From an optimization exercise on the open Yosys and OpenROAD flow, aimed at small area; shortcuts taken in it are not production practice.
Only simulation tests tie the RTL to the original design; equivalence was not proved.
Power is estimated from default activity; no workload was simulated.

## flow/design.v (module list and top-level ports; edited modules follow where they fit)
// module ALU: 615 lines
// module c_a21oi: 3 lines
// module c_a222oi: 3 lines
// module c_and3: 3 lines
// module c_inv: 3 lines
// module c_nand2: 3 lines
// module c_nor2: 3 lines
// module c_nor4: 3 lines
// module c_o211ai: 3 lines
// module c_o21ai: 3 lines
// module c_o22ai: 3 lines
// module c_xnor2: 3 lines
// module c_xor2: 3 lines
module ALU (
  input wire clk,
  input wire reset,
  input wire [3:0] ALUop,
  input wire [31:0] rs1,
  input wire [31:0] rs2,
  input wire [13:0] imm,
  input wire [4:0] SA,
  input wire ALUEnable,
  output wire [31:0] result,
  output wire zero
);
  // ...
==> flow/flow/run.sh <==
#!/bin/bash
# The standard layout, with three changes: every logic cell starts from its smallest size before
# floorplanning (repair sizes up where timing needs it), the port buffers are the smallest
# buffer cell, and clock tree synthesis adds no dummy loads. Each step's full output is in the
# logs of orfs/logs, and make's output in synth.log and layout.log.
set -euo pipefail
W=$(pwd)
bash standard.sh synth > synth.log 2>&1
bash standard.sh "PRE_FLOORPLAN_TCL=$W/flow/downsize.tcl" \
  'BUFFER_PORTS_ARGS=-buffer_cell sky130_fd_sc_hd__buf_1' \
  'CTS_ARGS=-sink_clustering_enable -repair_clock_nets -buf_list {sky130_fd_sc_hd__clkbuf_4 sky130_fd_sc_hd__clkbuf_8} -dont_use_dummy_load' \
  finish > layout.log 2>&1
==> flow/flow/downsize.tcl <==
# Before floorplanning: every logic cell at its smallest drive strength. The flow's repair
# steps size up again where timing needs it. Flip-flops, clock cells and ties stay as they are.
set db [ord::get_db]
set n 0
foreach inst [[ord::get_db_block] getInsts] {
  set m [[$inst getMaster] getName]
  if { ![regexp {^(sky130_fd_sc_hd__([a-z0-9]+))_([0-9]+)$} $m -> base kind sz] } { continue }
  if { $sz <= 1 } { continue }
  if { [regexp {^(df|dl|sdf|edf|sedf|clk|conb|tap|fill|decap|diode|lpflow)} $kind] } { continue }
  foreach cand [list ${base}_1 ${base}_0] {
    if { [$db findMaster $cand] != "NULL" && [llength [get_lib_cells -quiet */$cand]] > 0 } {
      replace_cell [$inst getName] $cand
      incr n
      break
    }
  }
}
puts "downsize: $n cells set to their smallest size"
==> flow/standard.sh <==
#!/bin/bash
# synth_recipe.tcl (not shown) runs the flow's synth.tcl, then flattens the netlist and writes it again
# the make line also repeats each setting of config.mk as NAME=value (left out here)
make -C /OpenROAD-flow-scripts/flow DESIGN_CONFIG=/design/flow/config.mk WORK_HOME=/design/flow/orfs CLKGATE_MAP_FILE= SYNTH_SCRIPT=/design/flow/synth_recipe.tcl "${@:-finish}"
==> flow/config.mk <==
export PLATFORM = sky130hd
export DESIGN_NAME = ALU
export DESIGN_NICKNAME = ALU
export VERILOG_FILES = /design/flow/design.v
export SDC_FILE = /design/flow/constraint.sdc
export NUM_CORES = 4
export LEC_CHECK = 0
export CAP_MARGIN = 20
export CORE_MARGIN = 2
export CORE_UTILIZATION = 45
export GPL_TIMING_DRIVEN = 1
export SLEW_MARGIN = 20
export SYNTH_HIERARCHICAL = 1
==> flow/constraint.sdc <==
create_clock -name core_clock -period 5.5 [get_ports {clk}]
set_input_delay 1.1000 -clock core_clock [delete_from_list [all_inputs] [get_ports {clk}]]
set_output_delay 1.1000 -clock core_clock [all_outputs]
set_load 0.01 [all_outputs]
==> qor.tcl, run 1 <==
set qor(busiest_layer_in_global_routing) {met2}
set qor(tap_cells) 133
set qor(power.density_nw_per_um2) 273.0
set qor(placed_cell_area_um2) 5410
set qor(period_needed_ns) 4.932
set qor(multiInputGateArea_um2) 3700
set qor(cts_num_sinks) 34
set qor(multi_input_area_share_pct) 67.42
set qor(power.combinational.total_uw) 958
set qor(n_multi_input_combinational_cell) 588
set qor(detail_route.wirelength_mm) 22.10
set qor(power-top-group) {combinational logic}
set qor(layout.nonclk_buf_share_pct) 11.35
set qor(whs_ns) 0.5358
set qor(drt-met1-wl_mm) 8.810
set qor(ctsResizeCount) 0
set qor(power.total_mw) 1.498
set qor(worstHoldEndpoint) {zero_reg$_DFFE_PP0P_}
set qor(layout.non_clock_buffers) 144
set qor(met3_wirelength_mm) 2.993
set qor(outcome) {timing/DRC/antenna clean}
set qor(clkCellAreaFrac_pct) 1.254
set qor(cp-start-kind) {input port}
set qor(cts_buffers) 5
set qor(dominant-cell-class) {multi-input combinational cells}
set qor(share_of_the_cycle_needed_by_the_critical_path_after_routing_pct) 89.66
set qor(final_cells) 925
==> inputs of run 2 (changes only) <==
--- a/flow/design.v
+++ b/flow/design.v
@@ -33,17 +33,18 @@
   wire [4:0] namt, amt;
   wire selh  = ~ALUEnable | op_hold;
   wire sela  = ALUEnable & op_arith;
   wire nselb = ~(ALUEnable & op_and);
   wire sels = ALUEnable & (op_shl | op_shr) & ~big;
   wire gl = sels & op_shl;
   wire gr = sels & op_shr;
   wire [31:0] d;
-  wire n1, n2, n3, n4, n5, n6, n7, n8, n9, n10, n11, n12, n13, n14, n15, n16, n17, n18, n19, n20, n21, n22, n23, n24, n25, n26, n27, n28, n29, n30, n31, n32, n33, n34, n35, n36, n37, n38, n39, n40, n41, n42, n43, n44, n45, n46, n47, n48, n49, n50, n51, n52, n53, n54, n55, n56, n57, n58, n59, n60, n61, n62, n63, n64, n65, n66, n67, n68, n69, n70, n71, n72, n73, n74, n75, n76, n77, n78, n79, n80, n81, n82, n83, n84, n85, n86, n87, n88, n89, n90, n91, n92, n93, n94, n95, n96, n97, n98, n99, n100, n101, n102, n103, n104, n105, n106, n107, n108, n109, n110, n111, n112, n113, n114, n115, n116, n117, n118, n119, n120, n121, n122, n123, n124, n125, n126, n127, n128, n129, n130, n131, n132, n133, n134, n135, n136, n137, n138, n139, n140, n141, n142, n143, n144, n145, n146, n147, n148, n149, n150, n151, n152, n153, n154, n155, n156, n157, n158, n159, n160, n161, n162, n163, n164, n165, n166, n167, n168, n169, n170, n171, n172, n173, n174, n175, n176, n177, n178, n179, n180, n181, n182, n183, n184, n185, n186, n187, n188, n189, n190, n191, n192, n193, n194, n195, n196, n197, n198, n199, n200, n201, n202, n203, n204, n205, n206, n207, n208, n209, n210, n211, n212, n213, n214, n215, n216, n217, n218, n219, n220, n221, n222, n223, n224, n225, n226, n227, n228, n229, n230, n231, n232, n233, n234, n235, n236, n237, n238, n239, n240, n241, n242, n243, n244, n245, n246, n247, n248, n249, n250, n251, n252, n253, n264, n265, n266, n267, n268, n269, n270, n271, n272, n273, n274, n275, n276, n277, n278, n279, n280, n281, n282, n283, n284, n285, n286, n287, n288, n289, n290, n291, n292, n293, n294, n295, n296, n297, n298, n299, n300, n301, n302, n303, n304, n305, n306, n307, n308, n309, n310, n311, n312, n313, n314, n315, n316, n317, n318, n319, n320, n321, n322, n323, n324, n325, n326, n327, n328, n329, n330, n331, n332, n333, n334, n335, n336, n337, n338, n339, n340, n341, n342, n343, n344, n345, n346, n347, n348, n349, n350, n351, n352, n353, n354, n355, n356, n357, n358, n359, n360, n361, n362, n363, n364, n365, n366, n367, n368, n369, n370, n371, n372, n373, n374, n375, n376, n377, n378, n379, n380, n381, n382, n383, n384, n385, n386, n387, n388, n389, n390, n391, n392, n393, n394, n395, n396, n397, n398, n399, n400, n401, n402, n403, n404, n405, n406, n407, n408, n409, n410, n411, n412, n413, n414, n415, n416, n417, n418, n419, n420, n421, n422, n423, n424, n425, n426, n427, n428, n429, n430, n431, n432, n433, n434, n435, n436, n437, n438, n439, n440, n441, n442, n443, n444, n445, n446, n447, n448, n449, n450, n451, n452, n453, n454, n455, n456, n457, n458, n459, n460, n461, n462, n463, n464, n465, n466, n467, n468, n469, n470, n471, n472, n473, n474, n475, n476, n477, n478, n479, n480, n481, n482, n483, n484, n485, n486, n487, n488, n490, n492, n494, n496, n498, n500, n502, n504, n506, n508, n510, n512, n514, n516, n518, n520, n522, n524, n526, n528, n530, n532, n534, n536, n538, n540, n542, n544, n546, n548, n550, n552, n553;
+  wire dz;
+  wire n1, n2, n3, n4, n5, n6, n7, n8, n9, n10, n11, n12, n13, n14, n15, n16, n17, n18, n19, n20, n21, n22, n23, n24, n25, n26, n27, n28, n29, n30, n31, n32, n33, n34, n35, n36, n37, n38, n39, n40, n41, n42, n43, n44, n45, n46, n47, n48, n49, n50, n51, n52, n53, n54, n55, n56, n57, n58, n59, n60, n61, n62, n63, n64, n65, n66, n67, n68, n69, n70, n71, n72, n73, n74, n75, n76, n77, n78, n79, n80, n81, n82, n83, n84, n85, n86, n87, n88, n89, n90, n91, n92, n93, n94, n95, n96, n97, n98, n99, n100, n101, n102, n103, n104, n105, n106, n107, n108, n109, n110, n111, n112, n113, n114, n115, n116, n117, n118, n119, n120, n121, n122, n123, n124, n125, n126, n127, n128, n129, n130, n131, n132, n133, n134, n135, n136, n137, n138, n139, n140, n141, n142, n143, n144, n145, n146, n147, n148, n149, n150, n151, n152, n153, n154, n155, n156, n157, n158, n159, n160, n161, n162, n163, n164, n165, n166, n167, n168, n169, n170, n171, n172, n173, n174, n175, n176, n177, n178, n179, n180, n181, n182, n183, n184, n185, n186, n187, n188, n189, n190, n191, n192, n193, n194, n195, n196, n197, n198, n199, n200, n201, n202, n203, n204, n205, n206, n207, n208, n209, n210, n211, n212, n213, n214, n215, n216, n217, n218, n219, n220, n221, n222, n223, n224, n225, n226, n227, n228, n229, n230, n231, n232, n233, n234, n235, n236, n237, n238, n239, n240, n241, n242, n243, n244, n245, n246, n247, n248, n249, n250, n251, n252, n253, n264, n265, n266, n267, n268, n269, n270, n271, n272, n273, n274, n275, n276, n277, n278, n279, n280, n281, n282, n283, n284, n285, n286, n287, n288, n289, n290, n291, n292, n293, n294, n295, n296, n297, n298, n299, n300, n301, n302, n303, n304, n305, n306, n307, n308, n309, n310, n311, n312, n313, n314, n315, n316, n317, n318, n319, n320, n321, n322, n323, n324, n325, n326, n327, n328, n329, n330, n331, n332, n333, n334, n335, n336, n337, n338, n339, n340, n341, n342, n343, n344, n345, n346, n347, n348, n349, n350, n351, n352, n353, n354, n355, n356, n357, n358, n359, n360, n361, n362, n363, n364, n365, n366, n367, n368, n369, n370, n371, n372, n373, n374, n375, n376, n377, n378, n379, n380, n381, n382, n383, n384, n385, n386, n387, n388, n389, n390, n391, n392, n393, n394, n395, n396, n397, n398, n399, n400, n401, n402, n403, n404, n405, n406, n407, n408, n409, n410, n411, n412, n413, n414, n415, n416, n417, n418, n419, n420, n421, n422, n423, n424, n425, n426, n427, n428, n429, n430, n431, n432, n433, n434, n435, n436, n437, n438, n439, n440, n441, n442, n443, n444, n445, n446, n447, n448, n449, n450, n451, n452, n453, n454, n455, n456, n457, n458, n459, n460, n461, n462, n463, n464, n465, n466, n467, n468, n469, n470, n471, n472, n473, n474, n475, n476, n477, n478, n479, n480, n481, n482, n483, n484, n485, n486, n487, n488, n490, n492, n494, n496, n498, n500, n502, n504, n506, n508, n510, n512, n514, n516, n518, n520, n522, n524, n526, n528, n530, n532, n534, n536, n538, n540, n542, n544, n546, n548, n550, n552, n553, n554, n555, n556, n557, n558, n559, n560, n561, n562, n563, n564, n565, n566, n567, n568, n569, n570, n571, n572, n573, n575, n576;
   c_o22ai u1 (.a1(nimm), .a2(imm[0]), .b1(op_imm), .b2(rs2[0]), .y(n1));
   c_xnor2 u2 (.a(n1), .b(op_sub), .y(n2));
   c_o22ai u3 (.a1(nimm), .a2(imm[1]), .b1(op_imm), .b2(rs2[1]), .y(n3));
   c_xnor2 u4 (.a(n3), .b(op_sub), .y(n4));
   c_o22ai u5 (.a1(nimm), .a2(imm[2]), .b1(op_imm), .b2(rs2[2]), .y(n5));
   c_xnor2 u6 (.a(n5), .b(op_sub), .y(n6));
   c_o22ai u7 (.a1(nimm), .a2(imm[3]), .b1(op_imm), .b2(rs2[3]), .y(n7));
   c_xnor2 u8 (.a(n7), .b(op_sub), .y(n8));
@@ -585,54 +586,78 @@
   c_a222oi u544 (.a1(selh), .a2(reg_rd[28]), .b1(sela), .b2(n250), .c1(gl), .c2(n452), .y(n544));
   c_o211ai u545 (.a1(nselb), .a2(n125), .b1(n484), .c1(n544), .y(d[28]));
   c_a222oi u546 (.a1(selh), .a2(reg_rd[29]), .b1(sela), .b2(n251), .c1(gl), .c2(n453), .y(n546));
   c_o211ai u547 (.a1(nselb), .a2(n126), .b1(n485), .c1(n546), .y(d[29]));
   c_a222oi u548 (.a1(selh), .a2(reg_rd[30]), .b1(sela), .b2(n252), .c1(gl), .c2(n454), .y(n548));
   c_o211ai u549 (.a1(nselb), .a2(n127), .b1(n486), .c1(n548), .y(d[30]));
   c_a222oi u550 (.a1(selh), .a2(reg_rd[31]), .b1(sela), .b2(n253), .c1(gl), .c2(n455), .y(n550));
   c_o211ai u551 (.a1(nselb), .a2(n128), .b1(n487), .c1(n550), .y(d[31]));
-  c_nor4 u552 (.a(n186), .b(n164), .c(n66), .d(n65), .y(n552));
-  c_and3 u553 (.a(n179), .b(n133), .c(n552), .y(n553));
-  reg zmode;
-  wire cmp_lt = ~n187;
-  wire flag_next = op_cmp ? cmp_lt : n553;
+  c_nor2 u552 (.a(d[0]), .b(d[1]), .y(n552));
+  c_nor2 u553 (.a(d[2]), .b(d[3]), .y(n553));
+  c_nor2 u554 (.a(d[4]), .b(d[5]), .y(n554));
+  c_nor2 u555 (.a(d[6]), .b(d[7]), .y(n555));
+  c_nor2 u556 (.a(d[8]), .b(d[9]), .y(n556));
+  c_nor2 u557 (.a(d[10]), .b(d[11]), .y(n557));
+  c_nor2 u558 (.a(d[12]), .b(d[13]), .y(n558));
+  c_nor2 u559 (.a(d[14]), .b(d[15]), .y(n559));
+  c_nor2 u560 (.a(d[16]), .b(d[17]), .y(n560));
+  c_nor2 u561 (.a(d[18]), .b(d[19]), .y(n561));
+  c_nor2 u562 (.a(d[20]), .b(d[21]), .y(n562));
+  c_nor2 u563 (.a(d[22]), .b(d[23]), .y(n563));
+  c_nor2 u564 (.a(d[24]), .b(d[25]), .y(n564));
+  c_nor2 u565 (.a(d[26]), .b(d[27]), .y(n565));
+  c_nor2 u566 (.a(d[28]), .b(d[29]), .y(n566));
+  c_nor2 u567 (.a(d[30]), .b(d[31]), .y(n567));
+  c_nand4 u568 (.a(n552), .b(n553), .c(n554), .d(n555), .y(n568));
+  c_nand4 u569 (.a(n556), .b(n557), .c(n558), .d(n559), .y(n569));
+  c_nand4 u570 (.a(n560), .b(n561), .c(n562), .d(n563), .y(n570));
+  c_nand4 u571 (.a(n564), .b(n565), .c(n566), .d(n567), .y(n571));
+  c_nor2 u572 (.a(n568), .b(n569), .y(n572));
+  c_nor2 u573 (.a(n570), .b(n571), .y(n573));
+  c_a31o u574 (.a1(n572), .a2(n573), .a3(zx), .b1(zy), .y(dz));
+  c_nor4 u575 (.a(n186), .b(n164), .c(n66), .d(n65), .y(n575));
+  c_and3 u576 (.a(n179), .b(n133), .c(n575), .y(n576));
+  wire zx = ALUEnable & ~op_cmp & ~op_beq;
+  wire zy = (~ALUEnable & zero_reg) | (ALUEnable & op_cmp & ~n187) |
+            (ALUEnable & op_beq & n576);
   always @(posedge clk or posedge reset) begin
     if (reset) begin
       reg_rd <= 0;
       zero_reg <= 0;
-      zmode <= 0;
     end
     else begin
       reg_rd <= d;
-      if (ALUEnable) begin
-        zmode <= ~op_hold;
-        if (op_hold)
-          zero_reg <= flag_next;
-      end
+      zero_reg <= dz;
     end
   end
   assign result = reg_rd;
-  assign zero = zmode ? ~|reg_rd : zero_reg;
+  assign zero = zero_reg;
 endmodule
 module c_a21oi (input wire a1, input wire a2, input wire b1, output wire y);
   assign y = ~((a1 & a2) | b1);
 endmodule
 module c_a222oi (input wire a1, input wire a2, input wire b1, input wire b2, input wire c1, input wire c2, output wire y);
   assign y = ~((a1 & a2) | (b1 & b2) | (c1 & c2));
 endmodule
+module c_a31o (input wire a1, input wire a2, input wire a3, input wire b1, output wire y);
+  assign y = (a1 & a2 & a3) | b1;
+endmodule
 module c_and3 (input wire a, input wire b, input wire c, output wire y);
   assign y = a & b & c;
 endmodule
 module c_inv (input wire a, output wire y);
   assign y = ~a;
 endmodule
 module c_nand2 (input wire a, input wire b, output wire y);
   assign y = ~(a & b);
 endmodule
+module c_nand4 (input wire a, input wire b, input wire c, input wire d, output wire y);
+  assign y = ~(a & b & c & d);
+endmodule
 module c_nor2 (input wire a, input wire b, output wire y);
   assign y = ~(a | b);
 endmodule
 module c_nor4 (input wire a, input wire b, input wire c, input wire d, output wire y);
   assign y = ~(a | b | c | d);
 endmodule
 module c_o211ai (input wire a1, input wire a2, input wire b1, input wire c1, output wire y);
   assign y = ~((a1 | a2) & b1 & c1);
--- a/flow/config.mk
+++ b/flow/config.mk
@@ -4,10 +4,11 @@
 export VERILOG_FILES = /design/flow/design.v
 export SDC_FILE = /design/flow/constraint.sdc
 export NUM_CORES = 4
 export LEC_CHECK = 0
 export CAP_MARGIN = 20
 export CORE_MARGIN = 2
 export CORE_UTILIZATION = 45
 export GPL_TIMING_DRIVEN = 1
+export SETUP_SLACK_MARGIN = 0.2
 export SLEW_MARGIN = 20
 export SYNTH_HIERARCHICAL = 1
==> run 2 against run 1 <==
Effect of this change:
- first-iteration DRC count down 17%
- core utilization is 1.3 points higher
- still clean
- highest routed layer unchanged
- flip-flop and latch count decreased by 1
- sequential power shrank 9.4%
- setup slack worse by 0.11 ns
- fmax fell by 2.1%
- wire length decreased by 3.6%
- via count down 0.12%
- total power rose by 0.64%
- sequential share of layout area is 0.74 points lower
- largest cell class unchanged
- global-route usage down 1.5 points
- clock power is 5% higher
==> qor.tcl, run 2 <==
set qor(drv_cap) 0 ;# unchanged
set qor(maximum_vdd_ir_drop_uv) 151.2 ;# was 109.7 uV
set qor(critPathKind) {input port to flip-flop} ;# unchanged
set qor(timing_max_transition_violations_final) 0 ;# unchanged
set qor(vias_in_the_first_global_route) 5845 ;# was 5842
set qor(grt_antenna_before_repair) 0 ;# unchanged
set qor(clock_tree.htree_level_count) 2 ;# unchanged
set qor(grt_use_total_pct) 36.93 ;# was 38.46%
set qor(die_outline_width_um) 104.9 ;# was 105.1 um
set qor(period_needed_ns) 5.037 ;# was 4.932 ns
set qor(timing.hold.worst.class) {flip-flop to flip-flop} ;# unchanged
set qor(port_buffers) 122 ;# unchanged
set qor(hold_critical_path_depth) 2 ;# unchanged
set qor(number_of_warnings_printed_during_yosys_synthesis) 7 ;# unchanged
set qor(cts_buffers) 5 ;# unchanged
set qor(detail_route.wirelength_mm) 21.31 ;# was 22.10 mm
set qor(detailroute.via_count) 6553 ;# was 6561
set qor(cts-root-buf) {sky130_fd_sc_hd__clkbuf_8} ;# unchanged
set qor(n_antenna_cell) 0 ;# unchanged
set qor(cp-start-kind) {input port} ;# unchanged
set qor(final_net_count) 898 ;# was 884
set qor(clock_path_buffers) 2 ;# unchanged
set qor(avgViaCountPerCell) 6.979 ;# was 7.093
set qor(fp.dieH_um) 104.9 ;# was 105.1 um
set qor(mostFrequentLayoutCells) {sky130_fd_sc_hd__o22ai_1, sky130_fd_sc_hd__buf_1, sky130_fd_sc_hd__nand2_1} ;# unchanged
set qor(power.density_nw_per_um2) 269.5 ;# was 273.0 nW/um2
set qor(grt_overflow_total) 0 ;# unchanged
set qor(cp.required_ns) 5.73 ;# was 5.64 ns
set qor(die-area_um2) 11000 ;# was 11040 um2
set qor(drc) 0 ;# unchanged
set qor(static-leakage-power_nw) 1.848 ;# was 1.771 nW
set qor(grt_setup_unrepaired) {false} ;# unchanged
set qor(design.portCount) 123 ;# unchanged
set qor(drt-wirelength-per-cell_um) 22.69 ;# was 23.89 um
set qor(report.final.setup_viol) 0 ;# unchanged
set qor(fraction_of_final_layout_cells_with_drive_strength_greater_than_1_pct) 6.576 ;# was 4.672%
set qor(most_common_cell_after_layout_fill_and_taps_aside) {sky130_fd_sc_hd__o22ai_1} ;# unchanged
set qor(grt_max_degree) 34 ;# was 35
set qor(slew_headroom_pct) 40.05 ;# was 33.83%
set qor(synth.net_count) 741 ;# was 735
set qor(synthCells) 651 ;# was 645
set qor(ff2ff_path_depth) 6 ;# was 2
set qor(placed_cell_area_um2) 5463 ;# was 5410 um2
set qor(routability_congestion_estimate) 1.025 ;# was 0.9960
set qor(cp.arrival_ns) 5.27 ;# was 5.07 ns
set qor(worst-path-max-fanout) 9 ;# was 12
set qor(timing.final.hold_violations) 0 ;# unchanged
set qor(clk_pin_slew_worst_paths_ns) 0.07 ;# was 0.08 ns
set qor(drt_iter0_drc) 965 ;# was 1166
set qor(final.fill_count) 991 ;# was 960
set qor(number_of_flip_flops_under_the_largest_register_name) 32 ;# unchanged
set qor(cts_num_sinks) 33 ;# was 34
set qor(insertion_delay_ns) 0.29 ;# was 0.27 ns
set qor(clock_tree_from_tritoncts) {done} ;# unchanged
set qor(outcome) {timing/DRC/antenna clean} ;# unchanged
set qor(cts_hold_buffers) 0 ;# unchanged
set qor(core.rowCount) 36 ;# unchanged
set qor(grt_first_pass_wirelength_mm) 31.68 ;# was 33.16 mm
set qor(layout.cell_area.non_filler_um2) 5594 ;# was 5488 um2
set qor(achievable-frequency_mhz) 198.5 ;# was 202.8 MHz
set qor(totalNegativeSetupSlack_ns) 0 ;# unchanged
set qor(route.antenna.remaining_nets) 0 ;# unchanged
set qor(worstSetupEndpointType) {flip-flop} ;# unchanged
set qor(core_area_um2) 9819 ;# was 9864 um2
set qor(detailed_place_hpwl_mm) 16.90 ;# was 18.05 mm
set qor(max_slew.worst_pin.slew_ns) 0.8982 ;# was 0.9914 ns
set qor(drtPass1Iterations) 8 ;# was 10
set qor(initial_utilization_pct) 46.65 ;# was 46.59%
set qor(share_of_the_cycle_needed_by_the_critical_path_after_routing_pct) 91.58 ;# was 89.66%
set qor(fin_skew_ns) 0.004114 ;# was 0 ns
[run 2: timing repair]
action / 4_1_cts / 5_1_grt
setup endpoints to repair: 1 / 1
gates resized for setup: 2 / 11
pin swaps: 0 / 2
setup buffers: 0 / 0
[run 2: layout make-up]
class	instances	area (um2)	share of cell area, %
inverters	20	81.33	1.454
multi-input cells	597	3775	67.48
clock buffers	5	68.82	1.230
flip-flops and latches	33	825.8	14.76
well taps	133	166.4	2.975
repair buffers	151	676.9	12.10
[run 2: final timing paths]
path	start	to	slack, ns
worst max-delay path	ALUop[3]	zero_reg$_DFF_PP0_	0.46
worst min-delay path	reg_rd[19]$_DFF_PP0_	reg_rd[19]$_DFF_PP0_	0.60
worst max register to register	reg_rd[8]$_DFF_PP0_	zero_reg$_DFF_PP0_	3.52
worst min register to register	reg_rd[19]$_DFF_PP0_	reg_rd[19]$_DFF_PP0_	0.60
max in group asynchronous	reset	reg_rd[1]$_DFF_PP0_	4.30
min in group asynchronous	reset	reg_rd[19]$_DFF_PP0_	0.88
[run 2: metrics by stage]
stage	hold WS [ns]	setup slack, ns	std cells	total power [mW]	util (%)
floorplan	0.6203	0.2318	651	0.9720	-
global placement	0.5748	0.07664	934	1.274	55.63
detailed placement	0.5790	-0.1958	934	1.282	55.63
CTS	0.5948	0.2809	939	1.457	56.37
global route	0.6295	0.2051	939	1.586	56.97
finish	0.5988	0.4633	939	1.507	56.97
[run 2: power by group]
group	internal [mW]	switching, mW	leakage, nW
sequential	0.301	0.0371	0.426
clock	0.0817	0.0931	0.0359
combinational	0.366	0.629	1.39
[run 2: critical path, cell delays in order]
cell and delay, ns:
sky130_fd_sc_hd__clkbuf_2 0.16, sky130_fd_sc_hd__nand2b_4 0.24, sky130_fd_sc_hd__clkinvlp_4 0.23, sky130_fd_sc_hd__buf_4 0.22, sky130_fd_sc_hd__o22ai_1 0.19, sky130_fd_sc_hd__xnor2_1 0.25, sky130_fd_sc_hd__xnor2_1 0.19, sky130_fd_sc_hd__nor2_1 0.20
sky130_fd_sc_hd__nand2_1 0.12, sky130_fd_sc_hd__o21ai_1 0.25, sky130_fd_sc_hd__a21oi_1 0.13, sky130_fd_sc_hd__buf_4 0.18, sky130_fd_sc_hd__o21ai_2 0.23, sky130_fd_sc_hd__a21oi_1 0.14, sky130_fd_sc_hd__o21ai_1 0.18, sky130_fd_sc_hd__xnor2_1 0.09
sky130_fd_sc_hd__a222oi_1 0.22, sky130_fd_sc_hd__o211ai_1 0.16, sky130_fd_sc_hd__nor2_1 0.21, sky130_fd_sc_hd__nand4_1 0.22, sky130_fd_sc_hd__nor2_1 0.20, sky130_fd_sc_hd__a31o_1 0.15
[run 2: per-layer routing]
layer	track usage (%)	share of wire [%]
met1	51.09	39
met2	56.82	43
met3	7.611	14
met4	12.95	4.4
met5	0	0

## afterwards: timing with drivers on the ports
In the flow no input, the clock included, has a driving cell. The finished layouts below were timed again as built, in two steps. Step 1: set_driving_cell puts a clkbuf_16 on clk and a buf_2 on each other input, an assumption about the parent block. Step 2 moves the port delays by t, midway between the first and last clock arrival at a register: inputs arrive t later, outputs are due t later. That takes back most of the time a late clock gives input paths. Slacks: ideal ports / drivers / drivers and shift; pairs: ideal ports / drivers.
| run | t, ns | setup slack, ns | worst hold slack (ns) | clock arrival spread, ns | pins driven straight from the clock port |
|---|---|---|---|---|---|
| run 1 | 0.308 | 0.568 / 0.565 / 0.257 | 0.536 / 0.536 / 0.536 | 0.021 / 0.021 | 1 |
| run 2 | 0.326 | 0.463 / 0.477 / 0.151 | 0.599 / 0.599 / 0.599 | 0.008 / 0.008 | 1 |
After both steps setup and hold are still met in every run listed. The setup slack of run 2, which loses most, moves by +0.014 ns with the drivers and by -0.312 ns with both steps.
